This is an optimization exercise on Yosys and OpenROAD, whose aim is small area, not a production implementation. Only simulation tests tie the RTL to the original design; equivalence was not proved.

Design RandomNumberGenerator, start of the top module:
module RandomNumberGenerator(clk, rst, load, key_x, seed_r, seed_g, seed_b, Rout, Gout, Bout, Key_ready);
Size in the first run: roughly 0.0062 mm² of cells after synthesis.
Settings: LEC_CHECK=0, CAP_MARGIN=20, CORE_MARGIN=2, CORE_UTILIZATION=40, SLEW_MARGIN=20; clock period 10.0 ns.
standard.sh (not shown) runs the stock make flow with config.mk's settings and CLKGATE_MAP_FILE= SYNTH_SCRIPT=/design/flow/synth_recipe.tcl, a recipe that flattens the netlist after the stock synthesis.
==> flow/flow/run.sh <==
#!/bin/bash
# Standard layout (standard.sh) with three changes that do not touch the
# registers or what is measured:
#  * Yosys's ABC step maps the combinational logic for area
#    (&get -n; &st; &dch; &nf -a; &put) instead of ORFS's speed script;
#    everything else in synthesis is ORFS's own script, unchanged;
#  * the port buffers are the smallest buffer, buf_1;
#  * the clock tree uses clkbuf_4 without dummy loads.
set -euo pipefail
here=$(pwd)
rm -rf "$here/scripts_mod"
cp -r "$FLOW_HOME/scripts" "$here/scripts_mod"
printf '%s\n' '&get -n' '&st' '&dch' '&nf -a' '&put' > "$here/scripts_mod/abc_speed.script"
export SCRIPTS_DIR="$here/scripts_mod"
export BUFFER_PORTS_ARGS="-buffer_cell sky130_fd_sc_hd__buf_1"
export CTS_ARGS="-sink_clustering_enable -repair_clock_nets -dont_use_dummy_load -buf_list sky130_fd_sc_hd__clkbuf_4 -root_buf sky130_fd_sc_hd__clkbuf_4"
bash standard.sh > standard.log 2>&1
Then changed:
==> flow/flow/run.sh (replaced) <==
#!/bin/bash
# Standard layout (standard.sh, unchanged synthesis) with two settings changed:
# the port buffers are the smallest buffer, buf_1, instead of
# clkdlybuf4s50_1, and the clock tree uses clkbuf_4 without dummy loads.
set -euo pipefail
export BUFFER_PORTS_ARGS="-buffer_cell sky130_fd_sc_hd__buf_1"
export CTS_ARGS="-sink_clustering_enable -repair_clock_nets -dont_use_dummy_load -buf_list sky130_fd_sc_hd__clkbuf_4 -root_buf sky130_fd_sc_hd__clkbuf_4"
bash standard.sh > standard.log 2>&1
What happened:
- The changed run passed the timing, DRC and antenna checks
- final area grows by 2.9%
- critical path depth went up by 1
- cell count went up by 8.3%
Then changed:
==> flow/flow/run.sh (replaced) <==
#!/bin/bash
# Standard layout (standard.sh) with three changes that do not touch the
# registers or what is measured:
#  * Yosys's ABC step maps the combinational logic for area
#    (&get -n; &st; &dch; &nf -a; &put) instead of ORFS's speed script;
#    everything else in synthesis is ORFS's own script, unchanged;
#  * the port buffers are the smallest buffer, buf_1;
#  * the clock tree uses clkbuf_4 without dummy loads.
set -euo pipefail
here=$(pwd)
rm -rf "$here/scripts_mod"
cp -r "$FLOW_HOME/scripts" "$here/scripts_mod"
printf '%s\n' '&get -n' '&st' '&dch' '&nf -a' '&put' > "$here/scripts_mod/abc_speed.script"
export SCRIPTS_DIR="$here/scripts_mod"
export BUFFER_PORTS_ARGS="-buffer_cell sky130_fd_sc_hd__buf_1"
export CTS_ARGS="-sink_clustering_enable -repair_clock_nets -dont_use_dummy_load -sink_clustering_size 30 -sink_clustering_max_diameter 150 -buf_list sky130_fd_sc_hd__clkbuf_4 -root_buf sky130_fd_sc_hd__clkbuf_4"
bash standard.sh > standard.log 2>&1
What happened:
- cell count falls by 7.7%
- flip-flop and latch count is unchanged
- cell area falls by 2.8%
- non-clock buffer count falls by 2
- via count falls by 5.8%
- first-iteration DRC count rises by 15%
Then changed:
--- a/flow/flow/run.sh
+++ b/flow/flow/run.sh
@@ -15,3 +15,3 @@
 export BUFFER_PORTS_ARGS="-buffer_cell sky130_fd_sc_hd__buf_1"
-export CTS_ARGS="-sink_clustering_enable -repair_clock_nets -dont_use_dummy_load -sink_clustering_size 30 -sink_clustering_max_diameter 150 -buf_list sky130_fd_sc_hd__clkbuf_4 -root_buf sky130_fd_sc_hd__clkbuf_4"
+export CTS_ARGS="-sink_clustering_enable -repair_clock_nets -dont_use_dummy_load -sink_clustering_size 40 -sink_clustering_max_diameter 200 -buf_list sky130_fd_sc_hd__clkbuf_8 -root_buf sky130_fd_sc_hd__clkbuf_8"
 bash standard.sh > standard.log 2>&1
After rerunning: Cell area rises by 1.5%. Register-to-register slack is worse by 0.04 ns. Die area is unchanged. Flip-flop and latch count is unchanged. Area after synthesis is unchanged. Sequential share of layout area falls by 0.59 points. First-iteration DRC count falls by 9.4%. Wire length stays flat.

static timing again, ports no longer ideal:
No port has a modelled driver above. Below, the same layouts with a new extraction and two added sets of constraints.
Step 1, drivers: a clkbuf_16 drives clk and a buf_2 each remaining input, both assumed.
Step 2 times the ports against the registers' clock, not the clock port: input delays grow and output delays shrink by t, the midpoint of the rising clock arrivals with the driver on.
Three values: ideal, step 1, step 2; two values: the first two.
run	t (ns)	slack for setup (ns)	worst setup path after step 2	worst register clock-pin slew, ns
the first run	0.534	0.482 / 0.482 / 0.482	register to register	0.11 / 0.11
the second run	0.535	0.533 / 0.533 / 0.533	register to register	0.12 / 0.12
the third run	0.534	0.482 / 0.482 / 0.482	register to register	0.11 / 0.11
the fourth run	0.456	0.445 / 0.445 / 0.445	register to register	0.07 / 0.07
After both steps setup and hold are still met in every run listed.
